Context: an optimization exercise on an open-source flow, tuned for small area. The choices shown serve that exercise and are no tape-out recipe.
Where RTL was checked, it was by simulation tests only, not by an equivalence proof against the original.
Only the layout flow was run in runs 1 and 6 to 9; the RTL was not checked for function there.
Power figures rest on the tool's default switching activity, not on a simulated workload.

## flow/flow/run.sh

```bash
#!/bin/bash
# Standard ORFS layout (the standard.sh with its unchanged synthesis),
# with three changes:
#  - after synthesis, combinational cells are set to their smallest drive
#    strength (flow/downsize.py); repair_design upsizes what needs it,
#  - ports are buffered with the smallest buffer,
#  - CTS inserts no dummy loads.
# The make output is kept in standard_*.log here, each tool's own log in
# orfs/logs/.
set -e
here=$(pwd)
res=$here/orfs/results/$FLOW_PLATFORM/sync_fifo/base
export BUFFER_PORTS_ARGS="-buffer_cell sky130_fd_sc_hd__buf_1"
export CTS_ARGS="-sink_clustering_enable -repair_clock_nets -dont_use_dummy_load -buf_list sky130_fd_sc_hd__clkbuf_4 -sink_clustering_size 12 -sink_clustering_max_diameter 40"
bash standard.sh $res/1_2_yosys.v > standard_synth.log 2>&1
cp $res/1_2_yosys.v $res/1_2_yosys_orig.v
python3 flow/downsize.py $FLOW_HOME/platforms/$FLOW_PLATFORM/lib/sky130_fd_sc_hd__tt_025C_1v80.lib \
	$res/1_2_yosys_orig.v $res/1_2_yosys.v > downsize.log 2>&1
bash standard.sh > standard.log 2>&1
```

## flow/flow/downsize.py

```python
#!/usr/bin/env python3
"""Replace each combinational standard cell in a Yosys netlist with the
smallest-area cell of the same family (same name up to the drive-strength
suffix, so the same pins and function). Flip-flops are left as they are.
The placer's repair_design later upsizes or buffers whatever needs it.
usage: downsize.py LIB NETLIST_IN NETLIST_OUT"""
import re, sys
from collections import defaultdict

lib, src, dst = sys.argv[1:4]
area = {}
name = None
for line in open(lib):
    m = re.match(r'\s*cell\s*\(\s*"?([\w]+)"?\s*\)', line)
    if m:
        name = m.group(1)
        continue
    m = re.match(r'\s*area\s*:\s*([\d.]+)', line)
    if m and name and name not in area:
        area[name] = float(m.group(1))

fam = defaultdict(list)
for c, a in area.items():
    m = re.match(r'(sky130_fd_sc_hd__\w+?)_(\d+)$', c)
    if m:
        fam[m.group(1)].append((a, 0 if m.group(2) == '1' else 1, c))

SKIP = ('df', 'edf', 'sdf', 'dl', 'conb', 'tap', 'fill', 'decap', 'lpflow',
        'probe', 'clkbuf', 'clkinv', 'clkdly', 'dlygate', 'dlymetal')
def smallest(c):
    m = re.match(r'(sky130_fd_sc_hd__(\w+?))_(\d+)$', c)
    if not m or m.group(2).startswith(SKIP):
        return c
    return min(fam[m.group(1)])[2]

count = defaultdict(int)
def sub(m):
    new = smallest(m.group(1))
    if new != m.group(1):
        count[(m.group(1), new)] += 1
    return new + m.group(2)

text = open(src).read()
text = re.sub(r'\b(sky130_fd_sc_hd__\w+)(\s+[\\\w])', sub, text)
open(dst, 'w').write(text)
for (a, b), n in sorted(count.items()):
    print(f'{n:5d} {a} -> {b}')
```

## flow/standard.sh

```bash
#!/bin/bash
# synth_recipe.tcl (not shown) runs the flow's synth.tcl, then flattens the netlist and writes it again
# the make line also repeats each setting of config.mk as NAME=value (left out here)
make -C /OpenROAD-flow-scripts/flow DESIGN_CONFIG=/design/flow/config.mk WORK_HOME=/design/flow/orfs CLKGATE_MAP_FILE= SYNTH_SCRIPT=/design/flow/synth_recipe.tcl "${@:-finish}"
```

## flow/config.mk

```make
export PLATFORM = sky130hd
export DESIGN_NAME = sync_fifo
export DESIGN_NICKNAME = sync_fifo
export VERILOG_FILES = /design/flow/design.v
export SDC_FILE = /design/flow/constraint.sdc
export NUM_CORES = 4
export LEC_CHECK = 0
export CAP_MARGIN = 20
export CORE_MARGIN = 2
export CORE_UTILIZATION = 80
export PLACE_DENSITY = 0.85
export SLEW_MARGIN = 20
export SYNTH_HIERARCHICAL = 1
export SYNTH_MINIMUM_KEEP_SIZE = 0
```

## flow/constraint.sdc

```tcl
create_clock -name core_clock -period 5.0 [get_ports {clk}]
set_input_delay 1.0000 -clock core_clock [delete_from_list [all_inputs] [get_ports {clk}]]
set_output_delay 1.0000 -clock core_clock [all_outputs]
set_load 0.01 [all_outputs]
```

## flow/design.v

```verilog
`timescale 1ns / 1ps
module sync_fifo #(
	parameter	DEPTH=8,
	parameter	WIDTH=32,
	parameter	AF_LEVEL = 1,
	parameter	AE_LEVEL = 1,
	parameter	DEPTH_LOG=$clog2(DEPTH)
)(
	input					clk, rstn,
	input					push, pop,
	input 		[WIDTH-1:0]	din,
	output 		[WIDTH-1:0]	dout,
	output					full,empty,a_full,a_empty
);
	reg [WIDTH-1:0]		mem[DEPTH-1:0];
	reg					e;
	reg [2:0]			j;
	wire				e_nx;
	wire [2:0]			j_nx;
	wire [7:0]			rsel_n;
	always @(posedge clk)
	if (push) begin
		mem[0] <= din;
		for (int i=1;i<DEPTH;i++) mem[i] <= mem[i-1];
	end
	always @(posedge clk, negedge rstn)
	if (!rstn) begin
		e <= 1'b1;
		j <= 3'b111;
	end else begin
		e <= e_nx;
		j <= j_nx;
	end
	fifo_ctrl u_ctrl (.push(push), .pop(pop), .e(e), .j(j), .e_nx(e_nx), .j_nx(j_nx),
		.rsel_n(rsel_n), .empty(empty), .full(full), .a_full(a_full), .a_empty(a_empty));
	genvar b;
	generate for (b=0;b<WIDTH;b++) begin : g_rd
		wire [3:0] z;
		for (genvar i=0;i<4;i++) begin : g_p
			fifo_oai22 u_o (.a1(rsel_n[2*i]), .a2(mem[2*i][b]), .b1(rsel_n[2*i+1]), .b2(mem[2*i+1][b]), .y(z[i]));
		end
		assign dout[b] = ~|z;
	end endgenerate
endmodule
module fifo_ctrl (
	input			push, pop, e,
	input	[2:0]	j,
	output			e_nx,
	output	[2:0]	j_nx,
	output	[7:0]	rsel_n,
	output			empty, full, a_full, a_empty
);
	wire up = push & ~pop;
	wire dn = pop & ~push;
	fifo_dec u_dec (.j(j), .rsel_n(rsel_n));
	assign j_nx[0] = j[0] ^ (push ^ pop);
	assign j_nx[1] = j[1] ^ ((up & j[0]) | (dn & ~j[0]));
	assign j_nx[2] = j[2] ^ ((up & j[0] & j[1]) | (dn & ~j[0] & ~j[1]));
	assign e_nx    = (e & ~push) | (dn & ~rsel_n[0]);
	assign empty   = e;
	assign full    = ~e & ~rsel_n[7];
	assign a_full  = ~e & j[2] & j[1];
	assign a_empty = e | ~rsel_n[0];
endmodule
module fifo_oai22 (input a1, a2, b1, b2, output y);
	assign y = ~((a1 | a2) & (b1 | b2));
endmodule
module fifo_dec (input [2:0] j, output [7:0] rsel_n);
	genvar i;
	generate for (i=0;i<8;i++) begin : g_dec
		assign rsel_n[i] = ~(j == i);
	end endgenerate
endmodule
```

==> qor.yml, run 1 <==
ctsHtreeMaxLevel: 1
grt_pass1_wl_um: 28000
rsz0062_at_grt: "false"
dieArea_um2: 12100
layout_commonest_cell: "edfxtp_1"
overflow: 0
drt_iter0_markers: 948
antenna_found_initial: 0
timing.critical_path.to: "dout[29]"
maxSlewHeadroom_pct: 28.7
clockBufferDepth: 3
via_count: 5157
numCtsBuffers: 28
fin_nets: 595
layout_common_cells: "256 x edfxtp_1, 129 x o22ai_1, 70 x buf_1, 32 x nor4_1, 29 x clkbuf_4"
cts_tree: "built"
timing.fmax_mhz: 244
initial_utilization_pct: 82.4
hpwl_um: 10700
r2r_end: "e$_DFF_PN1_"
cp.arrival_ps: 3090
cts_sinks: 260
io_pins: 72
cap_violations: 0
fin_tns_setup_ps: 0
final.period_utilization_pct: 81.9
clk-insertion-delay-late_ps: 660
tightest_slew_ps: 1070
die_h_um: 110
leakagePower_nw: 3.11
dp.cells: 667
postSynthNetCount: 483
area_growth_pct: 8.61
hold_path.class: "register to register"
final_cell_area_um2: 9740
cts_setup_buffers: 0
dp_slack_ps: 1670
layout_min_cycle_time_ps: 4090
place.gp.congestion: 0.801
clk_pin_slew_ps: 120
cts-root-buf: "clkbuf_4"
instances_no_fill: 695
dieWidth_um: 110
hold_viol_final: 0
viasPerCell: 7.42
status: "complete, no violations"
slew_violations: 0
diodes: 0
skew_ps: 75.1
r2r_cells: 3
io_buffers: 71
first_global_vias: 5201
postSynthAreaPerCell_um2: 20.2
yosys_warnings: 9
peakVddDrop_mv: 0.465
setup_violations: 0
critPathKind: "register to output port"
grt_max_degree: 97
reg2reg_from: "j[0]$_DFF_PN1_"
worst-r2r-setup-slack_ps: 3410
worstSetupEndpointType: "output port"
wirelength_um: 18600
coreArea_um2: 10900
cts_resized: 0
num_rows: 38
critical_path.max_fanout: 21
first_pass_iters: 6
setup_ws_ps: 907
drive_gt1_share_pct: 8.29
cp-startpoint: "j[0]$_DFF_PN1_"
postRouteAntennaNets: 0
drcViolationCount: 0
place_area_um2: 9530
grt_use_total_pct: 31.9
powerDensity_nw_per_um2: 505
critPathRequiredTime_ps: 4000
critPathLaunchType: "register"
netlist_instances: 445
routedWlPerCell_um: 26.8
cts_hold_buf: 0
syn_area_um2: 8970
==> metrics by stage <==
step	hold WS (ps)	util (%)	total power, W
floorplan	427	-	0.00344
global placement	429	87.5	0.00399
detailed placement	432	87.5	0.00405
CTS	412	89.5	0.00490
global route	421	89.5	0.00508
finish	403	89.5	0.00492
==> worst min-delay path by stage <==
| stage | start | endpoint | slack, ps | depth (start not counted) |
|---|---|---|---|---|
| 6_report | mem[0][27]$_DFFE_PP_ | mem[1][27]$_DFFE_PP_ | 400 | 0 |
| 5_1_grt | mem[6][9]$_DFFE_PP_ | mem[7][9]$_DFFE_PP_ | 420 | 0 |
| 3_3_place_gp | mem[1][26]$_DFFE_PP_ | mem[2][26]$_DFFE_PP_ | 430 | 0 |
| 4_1_cts | mem[6][9]$_DFFE_PP_ | mem[7][9]$_DFFE_PP_ | 410 | 0 |
| 3_5_place_dp | mem[3][31]$_DFFE_PP_ | mem[4][31]$_DFFE_PP_ | 430 | 0 |
| 2_1_floorplan | mem[0][0]$_DFFE_PP_ | mem[1][0]$_DFFE_PP_ | 430 | 0 |
==> sequential cells by signal, indices dropped and copies added, names as in the netlist <==
| signal | flops |
|---|---|
| j | 3 |
| e | 1 |
| mem | 256 |
==> area by class of cell <==
| class | count | area (um2) |
|---|---|---|
| clock buffers | 28 | 210 |
| fillers | 359 | 1150 |
| inverters | 4 | 15.0 |
| multi-input cells | 180 | 1160 |
| flip-flops and latches | 260 | 7790 |
| well taps | 140 | 175 |
| repair buffers | 83 | 385 |
==> layer usage <==
metal  global-route usage [%]  routed length (um)
met5                        0                   0
met4                     12.7                 464
met3                     5.39                2280
met2                     50.9                9170
met1                     45.3                6700
==> critical path: stages (launching register included) <==
cell     delay [ps]
dfstp_2         670
or3b_1          830
buf_4           360
o22ai_1         110
nor4_1          300
buf_1           210
==> power breakdown <==
part | internal, W | total (W) | switching [W] | leakage (nW)
registers | 0.00258 | 0.00269 | 0.000113 | 2.55
clock network | 0.000257 | 0.000856 | 0.000599 | 0.129
logic | 0.000445 | 0.00137 | 0.000926 | 0.433
==> inputs of run 2 (changes only) <==
--- a/flow/design.v
+++ b/flow/design.v
@@ -52,7 +52,10 @@
 );
 	wire up = push & ~pop;
 	wire dn = pop & ~push;
-	fifo_dec u_dec (.j(j), .rsel_n(rsel_n));
+	genvar i;
+	generate for (i=0;i<8;i++) begin : g_dec
+		assign rsel_n[i] = ~(j == i);
+	end endgenerate
 	assign j_nx[0] = j[0] ^ (push ^ pop);
 	assign j_nx[1] = j[1] ^ ((up & j[0]) | (dn & ~j[0]));
 	assign j_nx[2] = j[2] ^ ((up & j[0] & j[1]) | (dn & ~j[0] & ~j[1]));
@@ -65,9 +68,3 @@
 module fifo_oai22 (input a1, a2, b1, b2, output y);
 	assign y = ~((a1 | a2) & (b1 | b2));
 endmodule
-module fifo_dec (input [2:0] j, output [7:0] rsel_n);
-	genvar i;
-	generate for (i=0;i<8;i++) begin : g_dec
-		assign rsel_n[i] = ~(j == i);
-	end endgenerate
-endmodule
--- a/flow/config.mk
+++ b/flow/config.mk
@@ -5,10 +5,10 @@
 export SDC_FILE = /design/flow/constraint.sdc
 export NUM_CORES = 4
 export LEC_CHECK = 0
-export CAP_MARGIN = 20
+export CAP_MARGIN = 5
 export CORE_MARGIN = 2
 export CORE_UTILIZATION = 80
 export PLACE_DENSITY = 0.85
-export SLEW_MARGIN = 20
+export SLEW_MARGIN = 5
 export SYNTH_HIERARCHICAL = 1
 export SYNTH_MINIMUM_KEEP_SIZE = 0
==> run 2 against run 1 <==
  * Combinational power down 3%
  * Total power is 1.4% lower
  * Clock skew is 34 ps lower
  * Critical path type unchanged
  * Final cell count is 0.29% lower
  * Sequential cell count unchanged
  * Hold slack better by 12 ps
  * Largest cell class unchanged
  * Synthesized cell count rose by 1.1%
  * Maximum frequency is 3.3% lower
  * Die area about the same
  * Non-clock buffer count fell by 3
==> qor.yml, run 2 <==
status: "complete, no violations"
routedWlPerCell_um: 25.5
slowest_stage: "or3b_1"
numCtsBuffers: 27
overflow: 0
ctsHtreeMaxLevel: 1
skew_ps: 41.4
yosys_warnings: 9
cts_setup_buffers: 0
postSynthNetCount: 488
reg2reg_from: "j[0]$_DFF_PN1_"
clk-insertion-delay-late_ps: 620
powerDensity_nw_per_um2: 499
biggestRegsByFlops: "mem: 256 flops, j: 3 flops, e: 1 flops"
slew_violations: 0
cp-startpoint: "j[0]$_DFF_PN1_"
r2r_end: "e$_DFF_PN1_"
critPathKind: "register to output port"
layout_commonest_cell: "edfxtp_1"
area_growth_pct: 8.14
antenna_found_initial: 0
final.period_utilization_pct: 84.7
io_buffers: 71
worstSetupEndpointType: "output port"
path_cells: "or3b_1 -> buf_4 -> o22ai_1 -> nor4_1 -> buf_1"
cts-root-buf: "clkbuf_4"
netlist_instances: 450
timing.fmax_mhz: 236
cts_sinks: 260
rsz0062_at_grt: "false"
grt_use_total_pct: 29.6
io_pins: 72
hold_viol_final: 0
drive_gt1_share_pct: 7.59
grt_pass1_wl_um: 26200
cp_slowest_stage_delay_ps: 920
num_rows: 38
hold_path.class: "register to register"
peakVddDrop_mv: 0.382
fin_tns_setup_ps: 0
first_global_vias: 4926
grt_max_degree: 111
cts_resized: 0
place.gp.congestion: 0.798
diodes: 0
worst-r2r-setup-slack_ps: 3630
hpwl_um: 10500
dp_slack_ps: 1460
die_h_um: 110
hold_path_depth: 0
initial_utilization_pct: 82.4
dieArea_um2: 12100
clk_pin_slew_ps: 110
viasPerCell: 7.44
cts_hold_buf: 0
via_count: 5158
timing.critical_path.to: "dout[2]"
setup_ws_ps: 766
syn_area_um2: 8970
maxSlewHeadroom_pct: 22.9
first_pass_iters: 5
layout_min_cycle_time_ps: 4230
coreArea_um2: 10900
layout_common_cells: "256 x edfxtp_1, 129 x o22ai_1, 70 x buf_1, 32 x nor4_1, 28 x clkbuf_4"
final_cell_area_um2: 9710
final_util_pct: 89.1
drt_iter0_markers: 838
wirelength_um: 17700
cp.arrival_ps: 3230
largest_reg_flops: 256
setup_violations: 0
dieWidth_um: 110
place_area_um2: 9500
fin_nets: 593
cts_tree: "built"
cap_violations: 0
clockBufferDepth: 3
r2r_cells: 2
critical_path.max_fanout: 25
critPathRequiredTime_ps: 4000
critPathLaunchType: "register"
largest_register: "mem"
drcViolationCount: 0
postRouteAntennaNets: 0
postSynthAreaPerCell_um2: 19.9
leakagePower_nw: 3.10
tightest_slew_ps: 1160
## run 2: where the power goes
| group | switching (W) | leakage, nW | internal [W] |
|---|---|---|---|
| combinational | 0.000902 | 0.426 | 0.000430 |
| clock | 0.000585 | 0.124 | 0.000248 |
| sequential | 0.000105 | 2.55 | 0.00257 |
## run 2: critical path: cells and delay by family (launching register included)
kind,cells,cell delay (ps)
and+or+nand+nor,2,1320
DFF,1,660
buffers and inverters,2,530
AOI/OAI and AO/OA,1,100
## run 2: metal layers
metal  wire [um]  track usage, %  vias up
li1            -               -     2157
met1        6710            44.3     2518
met2        8450            45.8      429
met3        1980            4.62       54
met4         520            11.0        0
met5           0               0        -
## run 2: worst min-delay path by stage
stage | slack (ps) | to | startpoint
final | 420 | mem[7][12]$_DFFE_PP_ | mem[6][12]$_DFFE_PP_
after global routing | 430 | mem[3][24]$_DFFE_PP_ | mem[2][24]$_DFFE_PP_
after CTS | 390 | e$_DFF_PN1_ | rstn
after detailed placement | 440 | mem[6][30]$_DFFE_PP_ | mem[5][30]$_DFFE_PP_
after global placement | 430 | mem[2][14]$_DFFE_PP_ | mem[1][14]$_DFFE_PP_
after floorplan | 430 | mem[1][0]$_DFFE_PP_ | mem[0][0]$_DFFE_PP_
## run 2: cell type report
type	count	area (um2)
fill	393	1180
timing repair buffer	80	363
tap	140	175
multi-input combinational	182	1160
inverter	4	15.0
clock buffer	27	203
sequential	260	7790
## run 2: stage by stage
step	hold slack, ps	power, W	cells
4_1_cts	385	0.00484	693
6_report	415	0.00485	693
5_1_grt	434	0.00502	693
3_3_place_gp	429	0.00396	666
3_5_place_dp	436	0.00403	666
2_1_floorplan	427	0.00344	450
==> inputs of run 3 (changes only) <==
--- a/flow/config.mk
+++ b/flow/config.mk
@@ -5,10 +5,10 @@
 export SDC_FILE = /design/flow/constraint.sdc
 export NUM_CORES = 4
 export LEC_CHECK = 0
-export CAP_MARGIN = 5
+export CAP_MARGIN = 20
 export CORE_MARGIN = 2
 export CORE_UTILIZATION = 80
 export PLACE_DENSITY = 0.85
-export SLEW_MARGIN = 5
+export SLEW_MARGIN = 20
 export SYNTH_HIERARCHICAL = 1
 export SYNTH_MINIMUM_KEEP_SIZE = 0
==> run 3 against run 2 <==
  * Still clean on timing, DRC and antenna
  * Final area stayed put
  * Total power unchanged
  * Sequential share of layout area unchanged
  * Setup slack unchanged
  * Register-to-register slack is essentially flat
  * Critical path depth is the same
  * Sequential cell count did not move
  * Die area unchanged
  * Sequential power about the same
  * Core utilization stayed put
  * Non-clock buffer count did not move
  * Critical endpoint unchanged
==> qor.yml, run 3 <==
path_cells: "or3b_1 -> buf_4 -> o22ai_1 -> nor4_1 -> buf_1"
fillers: 393
cts_tree: "built"
viasPerCell: 7.44
io_buffers: 71
wirelength_um: 17700
largest_register: "mem"
slew_violations: 0
hold_path.class: "register to register"
r2r_end: "e$_DFF_PN1_"
hold_start: "mem[6][12]$_DFFE_PP_"
final.period_utilization_pct: 84.7
hpwl_um: 10500
yosys_warnings: 9
critPathKind: "register to output port"
largest_reg_flops: 256
via_count: 5158
cts_setup_buffers: 0
syn_area_um2: 8970
crit_buf_inv: 2
postSynthAreaPerCell_um2: 19.9
ctsHtreeMaxLevel: 1
fin_nets: 593
die_h_um: 110
netlist_instances: 450
first_pass_iters: 5
peakVddDrop_mv: 0.382
setup_violations: 0
area_growth_pct: 8.14
critPathRequiredTime_ps: 4000
grt_pass1_wl_um: 26200
postRouteAntennaNets: 0
slowest_stage: "or3b_1"
skew_ps: 41.4
power_w: 0.00485
instances_no_fill: 693
r2r_cells: 2
place.gp.congestion: 0.798
leakagePower_nw: 3.10
worstSetupEndpointType: "output port"
cp.arrival_ps: 3230
cts-root-buf: "clkbuf_4"
layout_commonest_cell: "edfxtp_1"
cts_hold_buf: 0
cp.depth: 5
routedWlPerCell_um: 25.5
critPathLaunchType: "register"
cp-startpoint: "j[0]$_DFF_PN1_"
reg2reg_from: "j[0]$_DFF_PN1_"
biggestRegsByFlops: "mem: 256 flops, j: 3 flops, e: 1 flops"
hold_viol_final: 0
dieArea_um2: 12100
numCtsBuffers: 27
first_global_vias: 4926
postSynthNetCount: 488
dp_slack_ps: 1460
worst-r2r-setup-slack_ps: 3630
drive_gt1_share_pct: 7.59
multiInputGateArea_um2: 1160
tightest_slew_ps: 1160
clockBufferDepth: 3
coreArea_um2: 10900
diodes: 0
io_pins: 72
overflow: 0
clk-insertion-delay-late_ps: 620
grt_use_total_pct: 29.6
dp.cells: 666
regArea_um2: 7790
cp_slowest_stage_delay_ps: 920
fin_tns_setup_ps: 0
status: "complete, no violations"
setup_ws_ps: 766
layout_min_cycle_time_ps: 4230
dieWidth_um: 110
cts_resized: 0
timing.fmax_mhz: 236
drt_iter0_markers: 838
holdWs_ps: 415
holdPathEnd: "mem[7][12]$_DFFE_PP_"
crit_family: "simple AND/OR/NAND/NOR gates"
layout_common_cells: "256 x edfxtp_1, 129 x o22ai_1, 70 x buf_1, 32 x nor4_1, 28 x clkbuf_4"
cts_sinks: 260
grt_max_degree: 111
critical_path.max_fanout: 25
drcViolationCount: 0
hold_path_depth: 0
initial_utilization_pct: 82.4
maxSlewHeadroom_pct: 22.9
clk_pin_slew_ps: 110
num_rows: 38
powerDensity_nw_per_um2: 499
antenna_found_initial: 0
cap_violations: 0
rsz0062_at_grt: "false"
-- run 3: cell counts in the layout (fill, tap and decap cells not counted) --
No cell type changed its count.
-- run 3: area by class of cell --
| class | instances | share of cell area, % |
|---|---|---|
| Sequential cell | 260 | 80.3 |
| Tap cell | 140 | 1.80 |
| Timing Repair Buffer | 80 | 3.74 |
| Clock buffer | 27 | 2.09 |
| Inverter | 4 | 0.155 |
| Multi-Input combinational cell | 182 | 11.9 |
-- run 3: routing by layer --
metal | vias to the layer above | part of all wire, % | track usage (%)
met3 | 54 | 11 | 4.62
met1 | 2518 | 38 | 44.3
met4 | 0 | 2.9 | 11.0
met5 | - | 0 | 0
met2 | 429 | 48 | 45.8
li1 | 2157 | - | -
-- run 3: stage by stage --
stage	utilization (%)	cell area (um2)
6_report	89.1	9710
5_1_grt	89.1	9710
4_1_cts	89.1	9710
3_5_place_dp	87.3	9500
3_3_place_gp	87.3	9500
2_1_floorplan	-	8970
-- run 3: power breakdown --
part           internal, W  leakage, nW  switching (W)
Sequential         0.00257         2.55       0.000105
Clock             0.000248        0.124       0.000585
Combinational     0.000430        0.426       0.000902
Total              0.00325         3.10        0.00159
-- run 3: worst max path at each step --
stage and endpoint:
6_report dout[2], 3_5_place_dp dout[11], 3_3_place_gp dout[2], 5_1_grt dout[11], 4_1_cts dout[11], 2_1_floorplan dout[0]
==> inputs of run 4 (changes only) <==
--- a/flow/flow/run.sh
+++ b/flow/flow/run.sh
@@ -11,7 +11,7 @@
 here=$(pwd)
 res=$here/orfs/results/$FLOW_PLATFORM/sync_fifo/base
 export BUFFER_PORTS_ARGS="-buffer_cell sky130_fd_sc_hd__buf_1"
-export CTS_ARGS="-sink_clustering_enable -repair_clock_nets -dont_use_dummy_load -buf_list sky130_fd_sc_hd__clkbuf_4 -sink_clustering_size 12 -sink_clustering_max_diameter 40"
+export CTS_ARGS='-repair_clock_nets -dont_use_dummy_load -buf_list sky130_fd_sc_hd__clkbuf_4'
 bash standard.sh $res/1_2_yosys.v > standard_synth.log 2>&1
 cp $res/1_2_yosys.v $res/1_2_yosys_orig.v
 python3 flow/downsize.py $FLOW_HOME/platforms/$FLOW_PLATFORM/lib/sky130_fd_sc_hd__tt_025C_1v80.lib \
==> run 4 against run 3 <==
  * Via count up 3.9%
  * Register-to-register slack about the same
  * First-iteration DRC count up 2.4%
  * Synthesized cell count unchanged
  * Final cell count up 3.2%
  * Clock skew down 2.7 ps
  * Clock power up 37%
  * Critical endpoint unchanged
==> qor.yml, run 4 <==
status: "complete, no violations"
critical_path.max_fanout: 25
fin_tns_setup_ps: 0
maxSlewHeadroom_pct: 19.9
hold_viol_final: 0
yosys_warnings: 9
met1_usage_pct: 43.7
fin_nets: 615
met2_usage_pct: 47.9
critPathKind: "register to output port"
timing.fmax_mhz: 232
cts-root-buf: "clkbuf_4"
viasPerCell: 7.50
postSynthAreaPerCell_um2: 19.9
critPathRequiredTime_ps: 4000
critPathLaunchType: "register"
dieArea_um2: 12100
grtUsageMet3_pct: 12.6
layout_common_cells: "256 x edfxtp_1, 129 x o22ai_1, 70 x buf_1, 50 x clkbuf_4, 32 x nor4_1"
antenna_found_initial: 0
worstSetupEndpointType: "output port"
cts_tree: "built"
first_pass_iters: 5
coreArea_um2: 10900
final_util_pct: 90.7
hold_path.class: "input pin to async pin"
diodes: 0
powerDensity_nw_per_um2: 524
grt_pass1_wl_um: 27700
drt_iter0_markers: 858
initial_utilization_pct: 82.4
biggestRegsByFlops: "mem: 256 flops, j: 3 flops, e: 1 flops"
routedWlPerCell_um: 26.5
numCtsBuffers: 49
skew_ps: 38.7
netlist_instances: 450
layout_min_cycle_time_ps: 4310
postRouteAntennaNets: 0
drive_gt1_share_pct: 11.1
dieWidth_um: 110
final.period_utilization_pct: 86.2
cts_hold_buf: 0
hpwl_um: 10500
first_global_vias: 5184
cap_violations: 0
area_growth_pct: 9.98
setup_violations: 0
grt_use_total_pct: 32.7
grt_max_degree: 111
slew_violations: 0
place.gp.congestion: 0.798
rsz0062_at_grt: "false"
syn_area_um2: 8970
num_rows: 38
layout_commonest_cell: "edfxtp_1"
io_pins: 72
largest_register: "mem"
cts_sinks: 260
cts_setup_buffers: 0
die_h_um: 110
clk-insertion-delay-late_ps: 710
clockBufferDepth: 3
clk_pin_slew_ps: 80
grt-busiest-layer: "met2"
tightest_slew_ps: 1200
reg2reg_from: "j[0]$_DFF_PN1_"
io_buffers: 71
postSynthNetCount: 488
cp-startpoint: "j[0]$_DFF_PN1_"
leakagePower_nw: 3.20
cp.arrival_ps: 3310
largest_reg_flops: 256
peakVddDrop_mv: 0.424
via_count: 5359
ctsHtreeMaxLevel: 5
wirelength_um: 19000
cts_resized: 0
drcViolationCount: 0
overflow: 0
-- run 4: changes by cell type in the layout (fill, tap and decap cells not counted) --
cell,previous run,this run
clkbuf_4,28,50
-- run 4: final timing paths --
check,endpoint,slack [ps],cells after the start
max,dout[2],690,5
min,j[2]$_DFF_PN1_,380,1
max reg2reg,e$_DFF_PN1_,3620,2
min reg2reg,mem[6][26]$_DFFE_PP_,420,0
max in group asynchronous,e$_DFF_PN1_,4590,1
min in group core_clock,mem[6][26]$_DFFE_PP_,420,0
-- run 4: cell type report --
| class | instances | area [um2] |
|---|---|---|
| timing repair buffer | 80 | 363 |
| multi-input combinational | 182 | 1160 |
| fill | 365 | 1020 |
| clock buffer | 49 | 368 |
| inverter | 4 | 15.0 |
| tap | 140 | 175 |
| sequential | 260 | 7790 |
-- run 4: where the power goes --
group / internal (W) / switching [W] / leakage, nW
logic: 0.000430 / 0.000920 / 0.426
registers: 0.00258 / 0.000107 / 2.55
clock network: 0.000451 / 0.000693 / 0.225
total: 0.00346 / 0.00172 / 3.20
-- run 4: metrics by stage --
| step | hold WS (ps) | worst slack (ps) | instance area [um2] | std cells | total power (W) |
|---|---|---|---|---|---|
| after global placement | 429 | 1550 | 9500 | 666 | 0.00396 |
| after floorplan | 427 | 1960 | 8970 | 450 | 0.00344 |
| after detailed placement | 436 | 1460 | 9500 | 666 | 0.00403 |
| final | 377 | 692 | 9870 | 715 | 0.00518 |
| after global routing | 365 | 578 | 9870 | 715 | 0.00536 |
| after CTS | 342 | 727 | 9870 | 715 | 0.00516 |
-- run 4: critical path, stage by stage (launching register included) --
cell and delay, ps:
dfstp_2 640, or3b_1 950, buf_4 340, o22ai_1 90
nor4_1 410, buf_1 190
-- run 4: per-layer routing --
layer | up-vias | wire, um
met5 | - | 0
met2 | 516 | 9050
met4 | 0 | 627
li1 | 2209 | -
met3 | 72 | 2660
met1 | 2562 | 6630
==> inputs of run 5 (changes only) <==
--- a/flow/flow/run.sh
+++ b/flow/flow/run.sh
@@ -11,7 +11,7 @@
 here=$(pwd)
 res=$here/orfs/results/$FLOW_PLATFORM/sync_fifo/base
 export BUFFER_PORTS_ARGS="-buffer_cell sky130_fd_sc_hd__buf_1"
-export CTS_ARGS='-repair_clock_nets -dont_use_dummy_load -buf_list sky130_fd_sc_hd__clkbuf_4'
+export CTS_ARGS="-sink_clustering_enable -repair_clock_nets -dont_use_dummy_load -buf_list sky130_fd_sc_hd__clkbuf_4 -sink_clustering_size 12 -sink_clustering_max_diameter 30"
 bash standard.sh $res/1_2_yosys.v > standard_synth.log 2>&1
 cp $res/1_2_yosys.v $res/1_2_yosys_orig.v
 python3 flow/downsize.py $FLOW_HOME/platforms/$FLOW_PLATFORM/lib/sky130_fd_sc_hd__tt_025C_1v80.lib \
==> run 5 against run 4 <==
  * Largest cell class unchanged
  * Core utilization decreased by 0.83 points
  * Critical path type unchanged
  * Maximum frequency increased by 6.8%
  * Die area unchanged
  * Global-route usage decreased by 2.3 points
  * Highest routed layer unchanged
  * Sequential share of layout area increased by 0.73 points
  * First-iteration DRC count increased by 5.8%
  * Via count decreased by 2.7%
  * Sequential power about the same
  * Combinational power about the same
  * Final area decreased by 0.91%
  * Final cell count decreased by 1.7%
==> qor.yml, run 5 <==
fin_nets: 603
path_cells: "nand3b_1 -> buf_4 -> o22ai_1 -> nor4_1 -> buf_1"
slowest_stage: "nand3b_1"
via_count: 5212
worst-r2r-setup-slack_ps: 3630
hold_start: "mem[4][24]$_DFFE_PP_"
syn_area_um2: 8970
routedWlPerCell_um: 25.5
place_area_um2: 9500
yosys_warnings: 9
first_global_vias: 5012
grt_pass1_wl_um: 26700
rsz0062_at_grt: "false"
layout_min_cycle_time_ps: 4040
final_util_pct: 89.8
tightest_slew_ps: 1090
dieWidth_um: 110
antenna_found_initial: 0
largest_register: "mem"
drcViolationCount: 0
hold_viol_final: 0
numCtsBuffers: 37
final.period_utilization_pct: 80.7
timing.critical_path.to: "dout[9]"
skew_ps: 43.5
critPathKind: "register to output port"
slew_violations: 0
first_pass_iters: 5
setup_violations: 0
ctsHtreeMaxLevel: 2
coreArea_um2: 10900
cp-startpoint: "j[1]$_DFF_PN1_"
r2r_end: "e$_DFF_PN1_"
instances_no_fill: 703
power_w: 0.00497
drive_gt1_share_pct: 9.41
postSynthAreaPerCell_um2: 19.9
clk_pin_slew_ps: 110
status: "complete, no violations"
maxSlewHeadroom_pct: 27.4
largest_reg_flops: 256
overflow: 0
fin_tns_setup_ps: 0
hold_path.class: "register to register"
cap_violations: 0
critical_path.max_fanout: 17
postSynthNetCount: 488
grt_use_total_pct: 30.5
clk-insertion-delay-late_ps: 570
powerDensity_nw_per_um2: 508
diodes: 0
initial_utilization_pct: 82.4
cts_resized: 0
cp_slowest_stage_delay_ps: 800
clockBufferDepth: 3
netlist_instances: 450
grt_max_degree: 111
leakagePower_nw: 3.14
drt_iter0_markers: 908
cp.arrival_ps: 3040
hpwl_um: 10500
cts_setup_buffers: 0
final_cell_area_um2: 9780
peakVddDrop_mv: 0.410
layout_common_cells: "256 x edfxtp_1, 129 x o22ai_1, 70 x buf_1, 38 x clkbuf_4, 32 x nor4_1"
io_buffers: 71
biggestRegsByFlops: "mem: 256 flops, j: 3 flops, e: 1 flops"
viasPerCell: 7.41
place.gp.congestion: 0.798
num_rows: 38
io_pins: 72
dieArea_um2: 12100
die_h_um: 110
cts_tree: "built"
cts_sinks: 260
cts_hold_buf: 0
reg2reg_from: "j[0]$_DFF_PN1_"
dp.cells: 666
cts-root-buf: "clkbuf_4"
wirelength_um: 17900
r2r_cells: 2
postRouteAntennaNets: 0
timing.fmax_mhz: 248
critPathRequiredTime_ps: 4000
worstSetupEndpointType: "output port"
layout_commonest_cell: "edfxtp_1"
area_growth_pct: 8.98
critPathLaunchType: "register"
==> run 5: cell type report <==
class / instances / area, um2
Sequential cell: 260 / 7790
Multi-Input combinational cell: 182 / 1160
Fill cell: 380 / 1110
Timing Repair Buffer: 80 / 363
Clock buffer: 37 / 278
Tap cell: 140 / 175
Inverter: 4 / 15.0
==> run 5: through the flow <==
step	hold WS [ps]	worst slack [ps]
floorplan	427	1960
global placement	429	1550
detailed placement	436	1460
CTS	406	842
global route	420	875
finish	413	965
==> run 5: routing by layer <==
| metal | GRT usage, % | up-vias | routed length (um) |
|---|---|---|---|
| met5 | 0 | - | 0 |
| met4 | 11.5 | 0 | 397 |
| met3 | 6.58 | 39 | 1970 |
| met2 | 46.0 | 432 | 8760 |
| met1 | 45.2 | 2558 | 6810 |
| li1 | - | 2183 | - |
==> run 5: power breakdown <==
group / switching, W / internal [W] / leakage [nW]
clock: 0.000612 / 0.000343 / 0.170
sequential: 0.000105 / 0.00258 / 2.55
combinational: 0.000905 / 0.000430 / 0.425
==> run 5: worst min path at each step <==
stage / to / slack [ps] / cells after the start
detailed placement: mem[6][30]$_DFFE_PP_ / 440 / 0
global placement: mem[2][14]$_DFFE_PP_ / 430 / 0
global route: mem[7][14]$_DFFE_PP_ / 420 / 0
CTS: mem[5][24]$_DFFE_PP_ / 410 / 0
floorplan: mem[1][0]$_DFFE_PP_ / 430 / 0
finish: mem[5][24]$_DFFE_PP_ / 410 / 0
==> run 5: worst max-delay path: cells and delay by family, from the launching register on <==
| kind | cells | cell delay (ps) |
|---|---|---|
| compound gates | 1 | 120 |
| buf+inv | 2 | 610 |
| flops | 1 | 630 |
| simple gates | 2 | 1110 |
==> inputs of run 6 (changes only) <==
==> flow/design.v (replaced) <==
`timescale 1ns / 1ps
module sync_fifo #(
	parameter	DEPTH=8,
	parameter	WIDTH=32,
	parameter	AF_LEVEL = 1,
	parameter	AE_LEVEL = 1,
	parameter	DEPTH_LOG=$clog2(DEPTH)
)(
	input					clk, rstn,
	input					push, pop,
	input 		[WIDTH-1:0]	din,
	output 		[WIDTH-1:0]	dout,
	output					full,empty,a_full,a_empty
);
	reg [WIDTH-1:0]		mem[DEPTH-1:0];
	reg [DEPTH_LOG:0]	k;		 
	always @(posedge clk)
	if (push) begin
		mem[0] <= din;
		for (int i=1;i<DEPTH;i++) mem[i] <= mem[i-1];
	end
	always @(posedge clk, negedge rstn)
	if		(!rstn)			k <= {(DEPTH_LOG+1){1'b1}};
	else if (push != pop)	k <= push ? k + 1'b1 : k - 1'b1;
	assign	empty	= k[DEPTH_LOG];
	assign	full 	= k == DEPTH - 1;
	assign	a_full	= !k[DEPTH_LOG] && k >= DEPTH - 1 - AF_LEVEL;
	assign	a_empty = k[DEPTH_LOG] || k <= AE_LEVEL - 1;
	wire [DEPTH-1:0] rsel_n = ~({{(DEPTH-1){1'b0}},1'b1} << k[DEPTH_LOG-1:0]);
	genvar b;
	generate for (b=0;b<WIDTH;b++) begin : g_rd
		wire [3:0] z;
		for (genvar j=0;j<4;j++) begin : g_p
			fifo_oai22 u_o (.a1(rsel_n[2*j]), .a2(mem[2*j][b]), .b1(rsel_n[2*j+1]), .b2(mem[2*j+1][b]), .y(z[j]));
		end
		assign dout[b] = ~|z;
	end endgenerate
endmodule
module fifo_oai22 (input a1, a2, b1, b2, output y);
	assign y = ~((a1 | a2) & (b1 | b2));
endmodule
--- a/flow/flow/run.sh
+++ b/flow/flow/run.sh
@@ -11,7 +11,7 @@
 here=$(pwd)
 res=$here/orfs/results/$FLOW_PLATFORM/sync_fifo/base
 export BUFFER_PORTS_ARGS="-buffer_cell sky130_fd_sc_hd__buf_1"
-export CTS_ARGS="-sink_clustering_enable -repair_clock_nets -dont_use_dummy_load -buf_list sky130_fd_sc_hd__clkbuf_4 -sink_clustering_size 12 -sink_clustering_max_diameter 30"
+export CTS_ARGS="-sink_clustering_enable -repair_clock_nets -buf_list sky130_fd_sc_hd__clkbuf_8 -sink_clustering_size 20 -sink_clustering_max_diameter 80 -dont_use_dummy_load"
 bash standard.sh $res/1_2_yosys.v > standard_synth.log 2>&1
 cp $res/1_2_yosys.v $res/1_2_yosys_orig.v
 python3 flow/downsize.py $FLOW_HOME/platforms/$FLOW_PLATFORM/lib/sky130_fd_sc_hd__tt_025C_1v80.lib \
==> run 6 against run 5 <==
  * Still clean
  * Critical path depth unchanged
  * Final cell count is 2.6% lower
  * Global-route usage fell by 0.39 points
  * Synthesized cell count decreased by 0.22%
  * Critical endpoint is now dout[19]
  * Highest routed layer unchanged
==> qor.yml, run 6 <==
grt_max_degree: 81
hold_path_depth: 0
clockBufferDepth: 3
powerDensity_nw_per_um2: 504
cp.depth: 5
skew_ps: 10.5
critPathRequiredTime_ps: 4000
cp-startpoint: "k[0]$_DFFE_PN1P_"
clk-insertion-delay-late_ps: 500
worstSetupEndpointType: "output port"
drive_gt1_share_pct: 5.87
maxSlewHeadroom_pct: 30.2
cts_hold_buf: 0
cts-root-buf: "clkbuf_8"
cts_sinks: 260
routedWlPerCell_um: 26.2
synth.area.top_cells: "edfxtp_1 85%, o22ai_1 8.9%, nor4_1 2.2%"
grt_pass1_wl_um: 26600
cp_slowest_stage_delay_ps: 790
yosys_warnings: 9
hpwl_um: 10900
place.gp.congestion: 0.777
first_global_vias: 4992
cts_setup_buffers: 0
via_count: 5085
hold_path.class: "register to register"
timing.fmax_mhz: 247
yosys.area.top_type: "edfxtp_1"
largest_register: "mem"
layout_min_cycle_time_ps: 4060
coreArea_um2: 10900
tightest_slew_ps: 1050
drcViolationCount: 0
initial_utilization_pct: 82.7
ctsHtreeMaxLevel: 1
netlist_instances: 449
peakVddDrop_mv: 0.447
critPathLaunchType: "register"
num_rows: 38
dieWidth_um: 110
fin_tns_setup_ps: 0
viasPerCell: 7.42
grt_use_total_pct: 30.1
overflow: 0
status: "complete, no violations"
crit_buf_inv: 2
critical_path.max_fanout: 21
layout_commonest_cell: "edfxtp_1"
timing.critical_path.to: "dout[19]"
largest_reg_flops: 256
synth_top_area_share_pct: 85.2
diodes: 0
drt_iter0_markers: 717
io_pins: 72
wirelength_um: 18000
path_cells: "or3b_1 -> buf_4 -> o22ai_1 -> nor4_1 -> buf_1"
synth_flop_cell: "edfxtp_1"
reg2reg_from: "k[2]$_DFFE_PN1P_"
r2r_end: "k[3]$_DFFE_PN1P_"
instances_no_fill: 685
hold_viol_final: 0
ys_area_um2: 9020
first_pass_iters: 5
postSynthNetCount: 488
io_buffers: 71
synth.most_common_cell: "edfxtp_1"
antenna_found_initial: 0
critPathKind: "register to output port"
cap_violations: 0
syn_area_um2: 9000
cp.arrival_ps: 3060
die_h_um: 110
power_w: 0.00491
final.period_utilization_pct: 81.1
postSynthAreaPerCell_um2: 20.0
area_growth_pct: 8.24
cts_tree: "built"
synth.distinct_cells: 22
synthTopCellsByCount: "256 x edfxtp_1, 128 x o22ai_1, 32 x nor4_1, 4 x dfstp_2, 4 x xnor2_1"
dieArea_um2: 12100
worst-r2r-setup-slack_ps: 3270
slowest_stage: "or3b_1"
cts_resized: 0
numCtsBuffers: 16
synth-seq-cells: 260
layout_common_cells: "256 x edfxtp_1, 128 x o22ai_1, 70 x buf_1, 32 x nor4_1, 16 x clkbuf_8"
r2r_cells: 5
slew_violations: 0
setup_violations: 0
leakagePower_nw: 3.08
clk_pin_slew_ps: 110
biggestRegsByFlops: "mem: 256 flops, k: 4 flops"
ys_seq_area_share_pct: 86.4
rsz0062_at_grt: "false"
crit_family: "simple AND/OR/NAND/NOR gates"
fin_nets: 586
fillers: 360
synth_edf_count: 256
dp.cells: 669
synthArstFlopShare_pct: 1.54
postRouteAntennaNets: 0
[run 6: metrics by stage]
stage	instance area, um2	hold slack [ps]	setup WS, ps	util [%]
2_1_floorplan	9000	427	1960	-
3_3_place_gp	9520	428	1590	87.5
3_5_place_dp	9520	435	1470	87.5
4_1_cts	9740	455	946	89.5
5_1_grt	9740	465	852	89.5
6_report	9740	451	944	89.5
[run 6: cell families (layout without fill, tap and decap cells)]
kind of cell    Yosys count  count (layout)  share of synthesized area (%)
xor+xnor                  4               4                          0.388
compound gates          132             132                           9.27
buf+inv                   2              98                          0.166
flops                   260             260                           86.4
simple gates             47              47                           3.15
mux                       1               1                          0.125
fa+ha+maj                 3               3                          0.499
[run 6: how the worst min path moves through the flow]
stage	from	to	slack (ps)
floorplan	mem[0][0]$_DFFE_PP_	mem[1][0]$_DFFE_PP_	430
global placement	mem[1][17]$_DFFE_PP_	mem[2][17]$_DFFE_PP_	430
detailed placement	mem[0][21]$_DFFE_PP_	mem[1][21]$_DFFE_PP_	430
CTS	mem[1][25]$_DFFE_PP_	mem[2][25]$_DFFE_PP_	450
global route	mem[1][25]$_DFFE_PP_	mem[2][25]$_DFFE_PP_	460
finish	mem[1][25]$_DFFE_PP_	mem[2][25]$_DFFE_PP_	450
[run 6: area by class of cell]
cell class | count | area (um2) | area share (%)
Sequential cell | 260 | 7790 | 80.0
Multi-Input combinational cell | 187 | 1210 | 12.4
Timing Repair Buffer | 81 | 345 | 3.54
Clock buffer | 16 | 220 | 2.26
Tap cell | 140 | 175 | 1.80
Inverter | 1 | 3.75 | 0.0385
[run 6: routing by layer]
layer | up-vias | GRT usage, % | share of wire, %
li1 | 2146 | - | -
met1 | 2488 | 43.2 | 38
met2 | 399 | 47.5 | 48
met3 | 52 | 5.64 | 11
met4 | 0 | 11.2 | 3.2
met5 | - | 0 | 0
[run 6: modules after synthesis, one instance, submodules excluded]
module	flip-flops and latches	times used	cells inside	cell area [um2]
fifo_oai22	0	128	1	6.26
sync_fifo	260	1	321	8220
[run 6: report_power, final]
group / leakage [nW] / switching, W / total (W) / internal [W]
logic: 0.413 / 0.000914 / 0.00136 / 0.000446
registers: 2.55 / 0.000114 / 0.00269 / 0.00258
clock network: 0.115 / 0.000568 / 0.000859 / 0.000292
==> inputs of run 7 (changes only) <==
==> flow/design.v (replaced) <==
`timescale 1ns / 1ps
module sync_fifo #(
	parameter	DEPTH=8,
	parameter	WIDTH=32,	
	parameter	AF_LEVEL = 1,
	parameter	AE_LEVEL = 1,
  	parameter	DEPTH_LOG=$clog2(DEPTH)
)(
	input					clk, rstn,
	input					push, pop,	
	input 		[WIDTH-1:0]	din,
	output 		[WIDTH-1:0]	dout,
	output					full,empty,a_full,a_empty
);
	reg [WIDTH-1:0]		mem[DEPTH-1:0];
	reg [DEPTH_LOG-1:0]	wr_ptr, rd_ptr;
	reg [DEPTH_LOG  :0] diff_ptr;
	always @(posedge clk, negedge rstn)
	if	(!rstn)	begin
		for (int i=0;i<DEPTH;i++)	mem[i] = 0;
	end else if (push) begin
		mem[wr_ptr]	<= din;
	end
	always @(posedge clk, negedge rstn)
	if		(!rstn)	wr_ptr	<= 0;
	else if (push)	wr_ptr	<= wr_ptr + 1;
	always @(posedge clk, negedge rstn)
	if		(!rstn)	rd_ptr	<= 0;
	else if (pop)	rd_ptr	<= rd_ptr + 1;
	assign dout = mem[rd_ptr];
	always @(posedge clk, negedge rstn)
	if		(!rstn)	diff_ptr <= 0;
	else			diff_ptr <= diff_ptr + push - pop;	
	assign	full 	= diff_ptr >= DEPTH;
	assign	a_full	= diff_ptr >= DEPTH - AF_LEVEL;
	assign	empty	= diff_ptr == 0;
	assign	a_empty = diff_ptr <= AE_LEVEL;	
endmodule
==> flow/run.sh (new file) <==
#!/bin/bash
# synth_recipe.tcl (not shown) runs the flow's synth.tcl, then flattens the netlist and writes it again
# the make line also repeats each setting of config.mk as NAME=value (left out here)
make -C /OpenROAD-flow-scripts/flow DESIGN_CONFIG=/design/flow/config.mk WORK_HOME=/design/flow/orfs CLKGATE_MAP_FILE= SYNTH_SCRIPT=/design/flow/synth_recipe.tcl finish
--- a/flow/config.mk
+++ b/flow/config.mk
@@ -7,8 +7,5 @@
 export LEC_CHECK = 0
 export CAP_MARGIN = 20
 export CORE_MARGIN = 2
-export CORE_UTILIZATION = 80
-export PLACE_DENSITY = 0.85
+export CORE_UTILIZATION = 40
 export SLEW_MARGIN = 20
-export SYNTH_HIERARCHICAL = 1
-export SYNTH_MINIMUM_KEEP_SIZE = 0
removed: flow/flow/run.sh
removed: flow/flow/downsize.py
removed: flow/standard.sh
==> run 7 against run 6 <==
  * Critical path depth grew 2
  * Register-to-register slack got worse by 590 ps
  * Clock skew down 2.1 ps
  * Critical path type unchanged
  * First-iteration DRC count fell by 29%
  * Critical endpoint is now dout[27]
  * Synthesized cell count is 95% higher
  * Still clean
  * Hold slack better by 47 ps
  * Combinational power grew to 3.6 times the previous value
  * Clock power is 150% higher
==> qor.yml, run 7 <==
critPathLaunchType: "register"
synth.distinct_cells: 28
holdWs_ps: 498
clk_pin_slew_ps: 60
synthArstFlopShare_pct: 100
r2r_cells: 5
viasPerCell: 5.62
cts_hold_buf: 0
critPathKind: "register to output port"
final_cell_area_um2: 14300
dieWidth_um: 178
io_pins: 72
tightest_slew_ps: 1110
cts_setup_buffers: 0
grt_pass1_wl_um: 46200
io_buffers: 71
worstSetupEndpointType: "output port"
yosys.area.top_type: "dfrtp_1"
slew_violations: 0
drcViolationCount: 0
fin_nets: 989
layout_common_cells: "288 x mux2_2, 265 x dfrtp_1, 70 x clkdlybuf4s50_1, 67 x nand2_1"
hold_viol_final: 0
path_cells: "ha_1 -> ha_2 -> or4_1 -> or2_2 -> buf_12 -> a41oi_1 -> clkdlybuf4s50_1"
timing.fmax_mhz: 221
setup_violations: 0
dieArea_um2: 31800
layout_commonest_cell: "mux2_2"
cp_slowest_stage_delay_ps: 570
slowest_stage: "or2_2"
synth.most_common_cell: "mux2_2"
r2r_end: "mem[5][16]$_DFFE_PN0P_"
met1_usage_pct: 27.1
fillers: 2611
hpwl_um: 16300
routedWlPerCell_um: 21.7
holdPathEnd: "mem[1][26]$_DFFE_PN0P_"
crit_family: "simple AND/OR/NAND/NOR gates"
cts_resized: 0
biggestRegsByFlops: "mem: 256 flops, diff_ptr: 4 flops"
diodes: 0
netlist_instances: 877
synth_flop_cell: "dfrtp_1"
via_count: 7546
yosys_warnings: 2
num_rows: 63
place.gp.congestion: 0.709
final.period_utilization_pct: 90.3
numCtsBuffers: 29
first_global_vias: 7871
largest_register: "mem"
synthTopCellsByCount: "288 x mux2_2, 266 x dfrtp_1, 72 x nand2_1, 34 x clkbuf_1"
peakVddDrop_mv: 0.407
power_w: 0.0108
critPathRequiredTime_ps: 4000
coreArea_um2: 29800
reg2reg_from: "wr_ptr[1]$_DFFE_PN0P_"
cts_tree: "built"
postRouteAntennaNets: 0
overflow: 0
synth_edf_count: 0
drt_iter0_markers: 510
hold_start: "mem[1][26]$_DFFE_PN0P_"
crit_buf_inv: 2
hold_path_depth: 1
fin_tns_setup_ps: 0
largest_reg_flops: 256
syn_area_um2: 12200
grtUsageMet3_pct: 2.09
area_growth_pct: 17.3
synth.area.top_cells: "dfrtp_1 55%, mux2_2 27%, a41oi_2 4.0%"
worst-r2r-setup-slack_ps: 2680
die_h_um: 178
met2_usage_pct: 30.7
clockBufferDepth: 3
leakagePower_nw: 5.99
cts-root-buf: "clkbuf_16"
cp.arrival_ps: 3520
antenna_found_initial: 0
rsz0062_at_grt: "false"
layout_min_cycle_time_ps: 4520
grt_use_total_pct: 18.9
clk-insertion-delay-late_ps: 540
hold_path.class: "register to register"
grt-busiest-layer: "met2"
ctsHtreeMaxLevel: 1
synth-seq-cells: 266
synth_top_area_share_pct: 54.7
cts_sinks: 266
wirelength_um: 29100
postSynthNetCount: 933
grt_max_degree: 124
postSynthAreaPerCell_um2: 13.9
cap_violations: 0
drive_gt1_share_pct: 41.7
ys_seq_area_share_pct: 54.7
skew_ps: 8.40
powerDensity_nw_per_um2: 753
status: "complete, no violations"
first_pass_iters: 6
initial_utilization_pct: 40.9
maxSlewHeadroom_pct: 25.8
place_area_um2: 13300
critical_path.max_fanout: 17
-- run 7: changes by cell type after synthesis, sizes merged, moves of 35 or more --
cell,previous run,this run
mux2,1,288
clkbuf,0,35
edfxtp,256,0
o22ai,128,0
nand2,3,72
dfrtp,0,266
-- run 7: final cells by class --
type                       instances  area, um2  share of cell area, %
sequential                       266       6660                   46.6
multi-input combinational        532       5230                   36.7
timing repair buffer              90        903                   6.33
clock buffer                      43        848                   5.94
tap                              390        488                   3.42
clock inverter                     8       96.3                  0.675
inverter                          14       52.6                  0.368
-- run 7: worst max-delay path by stage --
stage                     endpoint  cells past startpoint                   from
after global placement    dout[27]                      7  rd_ptr[0]$_DFFE_PN0P_
final                     dout[27]                      7  rd_ptr[0]$_DFFE_PN0P_
after floorplan            dout[0]                     12  rd_ptr[2]$_DFFE_PN0P_
after detailed placement  dout[27]                      7  rd_ptr[0]$_DFFE_PN0P_
after CTS                 dout[27]                      7  rd_ptr[0]$_DFFE_PN0P_
after global routing      dout[27]                      7  rd_ptr[0]$_DFFE_PN0P_
-- run 7: kinds of logic (layout without fill, tap and decap cells) --
group	count (synthesis)	after routing	synth area share, %
multiplexers	288	288	26.6
flip-flops	266	266	54.7
AND/OR/NAND/NOR	117	117	4.13
AO/OA/AOI/OAI	103	103	9.43
buffers and inverters	79	155	2.71
adder cells (fa/ha/maj)	20	20	2.12
XOR/XNOR	4	4	0.288
-- run 7: per-stage QoR --
step | util (%) | setup slack, ps | instances
2_1_floorplan | - | 1050 | 877
3_3_place_gp | 44.6 | 1100 | 1291
3_5_place_dp | 44.6 | 1040 | 1291
4_1_cts | 47.8 | 444 | 1342
5_1_grt | 47.9 | 325 | 1343
6_report | 47.9 | 484 | 1343
-- run 7: power by group --
| group | leakage (nW) | internal [W] | switching [W] |
|---|---|---|---|
| Sequential | 3.20 | 0.00324 | 0.000528 |
| Clock | 0.465 | 0.00127 | 0.000849 |
| Combinational | 2.33 | 0.00260 | 0.00227 |
-- run 7: worst reg2reg max path, stage by stage, from the launching register on --
cell and delay [ps]:
dfrtp_1 400, inv_1 100, ha_1 230, nand3_2 680, buf_4 490, mux2_2 290
-- run 7: routing by layer --
layer	wire (um)	vias up	share of wire [%]
met5	0	-	0
met4	654	0	2.2
met3	1240	41	4.3
met2	13600	171	47
met1	13600	3960	47
li1	-	3374	-
==> inputs of run 8 (changes only) <==
==> flow/design.v (replaced) <==
`timescale 1ns / 1ps
module sync_fifo #(
	parameter	DEPTH=8,
	parameter	WIDTH=32,
	parameter	AF_LEVEL = 1,
	parameter	AE_LEVEL = 1,
	parameter	DEPTH_LOG=$clog2(DEPTH)
)(
	input					clk, rstn,
	input					push, pop,
	input 		[WIDTH-1:0]	din,
	output 		[WIDTH-1:0]	dout,
	output					full,empty,a_full,a_empty
);
	reg [WIDTH-1:0]		mem[DEPTH-1:0];
	reg [DEPTH_LOG-1:0]	wr_ptr, rd_ptr;
	reg [DEPTH_LOG  :0]	cnt;
	always @(posedge clk)
	if (push) mem[wr_ptr] <= din;
	always @(posedge clk, negedge rstn)
	if		(!rstn)	wr_ptr	<= 0;
	else if (push)	wr_ptr	<= wr_ptr + 1'b1;
	always @(posedge clk, negedge rstn)
	if		(!rstn)	rd_ptr	<= 0;
	else if (pop)	rd_ptr	<= rd_ptr + 1'b1;
	wire [DEPTH-1:0] rsel = {{(DEPTH-1){1'b0}},1'b1} << rd_ptr;
	genvar b;
	generate for (b=0;b<WIDTH;b++) begin : g_rd
		fifo_rmux u_mux (.s(rsel), .d({mem[7][b],mem[6][b],mem[5][b],mem[4][b],mem[3][b],mem[2][b],mem[1][b],mem[0][b]}), .y(dout[b]));
	end endgenerate
	always @(posedge clk, negedge rstn)
	if		(!rstn)			cnt <= 0;
	else if (push != pop)	cnt <= push ? cnt + 1'b1 : cnt - 1'b1;
	assign	full 	= cnt[DEPTH_LOG];
	assign	a_full	= cnt >= DEPTH - AF_LEVEL;
	assign	empty	= cnt == 0;
	assign	a_empty = cnt <= AE_LEVEL;
endmodule
module fifo_rmux (input [7:0] s, input [7:0] d, output y);
	assign y = |(s & d);
endmodule
--- a/flow/config.mk
+++ b/flow/config.mk
@@ -9,3 +9,5 @@
 export CORE_MARGIN = 2
 export CORE_UTILIZATION = 40
 export SLEW_MARGIN = 20
+export SYNTH_HIERARCHICAL = 1
+export SYNTH_MINIMUM_KEEP_SIZE = 0
==> run 8 against run 7 <==
  * Still clean
  * Final cell count decreased by 30%
  * Synthesized cell count down 44%
  * Non-clock buffer count unchanged
  * Setup slack better by 410 ps
  * Sequential power fell by 22%
  * Critical path type unchanged
  * Critical endpoint is now dout[15]
  * Largest cell class unchanged
  * Highest routed layer unchanged
==> qor.yml, run 8 <==
postSynthAreaPerCell_um2: 19.6
postRouteAntennaNets: 0
dieWidth_um: 159
clk-insertion-delay-late_ps: 530
cts-root-buf: "clkbuf_16"
skew_ps: 9.19
instances_no_fill: 945
clk_pin_slew_ps: 60
yosys.area.top_type: "edfxtp_1"
fin_nets: 653
leakagePower_nw: 3.77
biggestRegsByFlops: "mem: 256 flops, cnt: 4 flops"
setup_ws_ps: 897
status: "complete, no violations"
layout_commonest_cell: "edfxtp_1"
grt_max_degree: 33
cts_tree: "built"
critPathRequiredTime_ps: 4000
synthTopCellsByCount: "256 x edfxtp_1, 128 x a22oi_1, 32 x nand4_1, 11 x ha_1, 10 x dfrtp_1"
powerDensity_nw_per_um2: 596
first_global_vias: 5449
layout_common_cells: "256 x edfxtp_1, 128 x a22oi_1, 71 x clkdlybuf4s50_1, 32 x nand4_1, 27 x clkbuf_16"
synth.area.top_cells: "edfxtp_1 80%, a22oi_1 10%, dfrtp_1 2.6%"
coreArea_um2: 23500
antenna_found_initial: 0
io_buffers: 71
die_h_um: 159
numCtsBuffers: 26
synth.distinct_cells: 24
yosys_warnings: 7
viasPerCell: 5.50
area_growth_pct: 23.3
netlist_instances: 490
hold_viol_final: 0
io_pins: 72
synth_edf_count: 256
final.period_utilization_pct: 82.1
largest_register: "mem"
synth.most_common_cell: "edfxtp_1"
slew_violations: 0
drive_gt1_share_pct: 12.1
overflow: 0
worstSetupEndpointType: "output port"
wirelength_um: 20900
via_count: 5194
hpwl_um: 12200
routedWlPerCell_um: 22.1
critPathLaunchType: "register"
peakVddDrop_mv: 0.250
dieArea_um2: 25200
drcViolationCount: 0
drt_iter0_markers: 406
cts_resized: 0
dp_slack_ps: 1420
synth-seq-cells: 266
rsz0062_at_grt: "false"
synthArstFlopShare_pct: 3.76
timing.fmax_mhz: 244
maxSlewHeadroom_pct: 47.9
num_rows: 56
layout_min_cycle_time_ps: 4100
largest_reg_flops: 256
critical_path.max_fanout: 22
final_util_pct: 50.3
critPathKind: "register to output port"
tightest_slew_ps: 780
cts_setup_buffers: 0
ys_seq_area_share_pct: 82.8
cap_violations: 0
postSynthNetCount: 537
cp.arrival_ps: 3100
setup_violations: 0
initial_utilization_pct: 40.8
place.gp.congestion: 0.709
grt_use_total_pct: 16.7
cts_sinks: 266
hold_path.class: "register to register"
dp.cells: 896
clockBufferDepth: 3
cts_hold_buf: 0
grt_pass1_wl_um: 32300
first_pass_iters: 4
fin_tns_setup_ps: 0
syn_area_um2: 9580
diodes: 0
synth_flop_cell: "edfxtp_1"
ctsHtreeMaxLevel: 1
synth_top_area_share_pct: 80.2
-- run 8: changes by cell type in the layout (fill, tap and decap cells not counted), sizes merged, moves of 32 or more --
cell and delta:
mux2 -287, nand2 -67, nand4 +32, dfrtp -256, a22oi +130, a41oi -32, a22o -32, a222oi -32
edfxtp +256
-- run 8: layout make-up --
cell class	instances	area (um2)
fillers	1906	11700
flip-flops and latches	266	7940
multi-input cells	217	1670
repair buffers	90	918
clock buffers	30	687
well taps	319	399
clock inverters	18	184
inverters	5	18.8
-- run 8: cell families after synthesis --
kind of cell | Yosys count | synth area share [%]
AOI/OAI and AO/OA | 133 | 10.5
xor gates and xnor gates | 6 | 0.548
adders and majority gates | 11 | 1.44
buffers and inverters | 7 | 0.431
DFF | 266 | 82.8
muxes | 3 | 0.326
and+or+nand+nor | 64 | 3.94
-- run 8: worst max-delay path, stage by stage (launching register included) --
cell             delay, ps
dfrtp_1                420
inv_1                  100
ha_1                   160
nor2b_2                580
buf_4                  450
a22oi_1                150
nand4_1                140
clkdlybuf4s50_1        580
-- run 8: metrics by stage --
| step | hold slack [ps] | power, W | area, um2 |
|---|---|---|---|
| 3_5_place_dp | 500 | 0.00514 | 10900 |
| 2_1_floorplan | 480 | 0.00394 | 9580 |
| 6_report | 510 | 0.00704 | 11800 |
| 3_3_place_gp | 497 | 0.00508 | 10800 |
| 5_1_grt | 551 | 0.00738 | 11800 |
| 4_1_cts | 513 | 0.00711 | 11800 |
-- run 8: path summary, 6_finish.rpt --
path	end	slack, ps	depth (start not counted)	from
max in group asynchronous	cnt[0]$_DFFE_PN0P_	3830	1	rstn
setup reg to reg	mem[6][27]$_DFFE_PP_	2920	3	wr_ptr[0]$_DFFE_PN0P_
hold reg to reg	wr_ptr[0]$_DFFE_PN0P_	510	1	wr_ptr[0]$_DFFE_PN0P_
min in group asynchronous	wr_ptr[1]$_DFFE_PN0P_	820	1	rstn
setup / recovery	dout[15]	900	7	rd_ptr[0]$_DFFE_PN0P_
hold / removal	wr_ptr[0]$_DFFE_PN0P_	510	1	wr_ptr[0]$_DFFE_PN0P_
-- run 8: where the power goes --
group	internal, W	total (W)	switching [W]
Clock	0.00119	0.00197	0.000788
Combinational	0.000945	0.00214	0.00119
Sequential	0.00281	0.00293	0.000121
-- run 8: Yosys stat by module, one instance, submodules excluded --
| module | flip-flops and latches | cell area (um2) | cells inside |
|---|---|---|---|
| fifo_rmux | 0 | 36.3 | 5 |
| sync_fifo | 266 | 8420 | 330 |
-- run 8: metal layers --
| metal | wire length, um | global-route usage [%] | up-vias |
|---|---|---|---|
| met3 | 1500 | 3.32 | 32 |
| li1 | - | - | 2326 |
| met5 | 0 | 0 | - |
| met2 | 9930 | 27.2 | 181 |
| met4 | 371 | 4.71 | 0 |
| met1 | 9100 | 22.9 | 2655 |
==> inputs of run 9 (changes only) <==
--- a/flow/config.mk
+++ b/flow/config.mk
@@ -8,6 +8,7 @@
 export CAP_MARGIN = 20
 export CORE_MARGIN = 2
 export CORE_UTILIZATION = 40
+export CTS_BUF_LIST = sky130_fd_sc_hd__clkbuf_4 sky130_fd_sc_hd__clkbuf_8
 export SLEW_MARGIN = 20
 export SYNTH_HIERARCHICAL = 1
 export SYNTH_MINIMUM_KEEP_SIZE = 0
==> run 9 against run 8 <==
  * Still clean
  * Clock power shrank 11%
  * Count of clock-buffer cells in the layout grew 31
  * Total power shrank 3.0%
  * Combinational power is essentially flat
  * Synthesized area is the same
  * Final area shrank 0.50%
  * Final cell count grew 3.0%
  * Critical path type unchanged
  * Largest power group unchanged
==> qor.yml, run 9 <==
status: "complete, no violations"
drive_gt1_share_pct: 15.3
hpwl_um: 12200
timing.critical_path.to: "dout[14]"
routedWlPerCell_um: 21.9
synth.area.top_cells: "edfxtp_1 80%, a22oi_1 10%, dfrtp_1 2.6%"
final.period_utilization_pct: 83.0
leakagePower_nw: 3.77
grt_max_degree: 33
critPathLaunchType: "register"
clkPwrFrac_pct: 25.7
die_h_um: 159
slew_violations: 0
clk_pin_slew_ps: 60
synth.distinct_cells: 24
crit_buf_inv: 3
initial_utilization_pct: 40.8
internal_power_w: 0.00472
synth_flop_cell: "edfxtp_1"
postSynthAreaPerCell_um2: 19.6
timing.fmax_mhz: 241
synth.most_common_cell: "edfxtp_1"
grt_pass1_wl_um: 32700
diodes: 0
hold_viol_final: 0
seqPwrFrac_pct: 42.9
wirelength_um: 21300
netlist_instances: 490
num_rows: 56
peakVddDrop_mv: 0.246
critical_path.max_fanout: 22
synth_top_area_share_pct: 80.2
coreArea_um2: 23500
power_w: 0.00683
ctsHtreeMaxLevel: 2
hold_path.class: "register to register"
dieWidth_um: 159
layout_commonest_cell: "edfxtp_1"
viasPerCell: 5.42
io_buffers: 71
reg2reg_from: "wr_ptr[0]$_DFFE_PN0P_"
rsz0062_at_grt: "false"
area_growth_pct: 22.6
cp.arrival_ps: 3150
powerDensity_nw_per_um2: 582
tightest_slew_ps: 767
skew_ps: 17.6
layout_min_cycle_time_ps: 4150
cts_tree: "built"
grt_use_total_pct: 17.0
layout_common_cells: "256 x edfxtp_1, 128 x a22oi_1, 71 x clkdlybuf4s50_1, 47 x clkbuf_8, 32 x nand4_1"
cts_resized: 0
cts_setup_buffers: 0
largest_reg_flops: 256
fin_nets: 669
crit_family: "buffers and inverters"
cp-startpoint: "rd_ptr[1]$_DFFE_PN0P_"
overflow: 0
synthTopCellsByCount: "256 x edfxtp_1, 128 x a22oi_1, 32 x nand4_1, 11 x ha_1, 10 x dfrtp_1"
io_pins: 72
postSynthNetCount: 537
drt_iter0_markers: 417
switchingPower_w: 0.00212
synthArstFlopShare_pct: 3.76
cp_slowest_stage_delay_ps: 600
critPathRequiredTime_ps: 4000
ys_seq_area_share_pct: 82.8
cts_hold_buf: 0
combinationalPowerShare_pct: 31.4
clk-insertion-delay-late_ps: 530
worst-r2r-setup-slack_ps: 2920
## run 9: cell count changes in the layout (fill, tap and decap cells not counted)
cell and change:
clkbuf_8 +47, clkinv_1 +7, clkbuf_1 -3, bufinv_16 -4, clkinv_2 -6, clkbuf_16 -27, clkbuf_4 +14
## run 9: per-module statistics from Yosys (local to each module, per instance)
module     flip-flops and latches  area (um2)
fifo_rmux                       0        36.3
sync_fifo                     266        8420
## run 9: worst register-to-register path, cell delays in order (launching register included)
cell	delay [ps]
dfrtp_1	410
nand2b_1	320
nor2_4	650
buf_4	380
## run 9: cell families (layout without fill, tap and decap cells)
family,count (synthesis),in the layout,synth area share [%]
buffers and inverters,7,171,0.431
AND/OR/NAND/NOR,64,64,3.94
adder cells (fa/ha/maj),11,11,1.44
XOR/XNOR,6,6,0.548
AO/OA/AOI/OAI,133,133,10.5
multiplexers,3,3,0.326
flip-flops,266,266,82.8
## run 9: worst min path at each step
stage	slack (ps)	end	depth (start not counted)	start
6_report	510	wr_ptr[0]$_DFFE_PN0P_	1	wr_ptr[0]$_DFFE_PN0P_
5_1_grt	550	wr_ptr[0]$_DFFE_PN0P_	1	wr_ptr[0]$_DFFE_PN0P_
4_1_cts	510	wr_ptr[0]$_DFFE_PN0P_	1	wr_ptr[0]$_DFFE_PN0P_
3_5_place_dp	500	wr_ptr[0]$_DFFE_PN0P_	1	wr_ptr[0]$_DFFE_PN0P_
3_3_place_gp	500	wr_ptr[0]$_DFFE_PN0P_	1	wr_ptr[0]$_DFFE_PN0P_
2_1_floorplan	480	wr_ptr[0]$_DFFE_PN0P_	1	wr_ptr[0]$_DFFE_PN0P_
## run 9: layer usage
metal | share of wire (%) | GRT usage (%)
met5 | 0 | 0
met4 | 2.3 | 6.01
met3 | 6.5 | 3.81
met2 | 48 | 27.3
met1 | 43 | 23.0
## run 9: power by group through the flow
stage	Clock [W]	Combinational [W]	Sequential, W
6_report	0.00175	0.00215	0.00293
5_1_grt	0.00188	0.00232	0.00296
4_1_cts	0.00179	0.00218	0.00293
3_5_place_dp	0	0.00216	0.00298
3_3_place_gp	0	0.00211	0.00297
2_1_floorplan	0	0.000983	0.00296
## run 9: layout make-up
| cell class | instances | area (um2) |
|---|---|---|
| fillers | 1912 | 11700 |
| flip-flops and latches | 266 | 7940 |
| multi-input cells | 217 | 1670 |
| repair buffers | 90 | 918 |
| clock buffers | 61 | 752 |
| well taps | 319 | 399 |
| clock inverters | 15 | 60.1 |
| inverters | 5 | 18.8 |
## run 9: per-stage QoR
stage / utilization (%) / hold WS, ps / setup slack, ps
floorplan: - / 480 / 1110
global placement: 46.2 / 497 / 1450
detailed placement: 46.5 / 500 / 1420
CTS: 49.9 / 513 / 795
global route: 50.1 / 550 / 671
finish: 50.1 / 510 / 849

==> re-timing with driven ports <==
No port has a modelled driver above. Below, the same layouts with a new extraction and two added sets of constraints. Step 1 assumes that a clkbuf_16 drives the clock port and a buf_2 every other input. Step 2, shift: input delay + t, output delay - t, t = (earliest + latest rising clock arrival at the registers) / 2. This alone moves slack from input paths to output paths. Slacks: no drivers / after step 1 / after step 2; pairs: no drivers / after step 1.
run	t, ns	setup slack, ns
run 1	0.652	0.907 / 0.873 / 1.525
run 2	0.633	0.766 / 0.735 / 1.368
run 3	0.633	0.766 / 0.735 / 1.368
run 4	0.711	0.692 / 0.660 / 1.370
run 5	0.581	0.965 / 0.931 / 1.512
run 6	0.528	0.944 / 0.908 / 1.436
run 7	0.587	0.484 / 0.439 / 1.025
run 8	0.566	0.897 / 0.854 / 1.420
run 9	0.569	0.849 / 0.807 / 1.376
After both steps setup and hold are still met in every run listed.
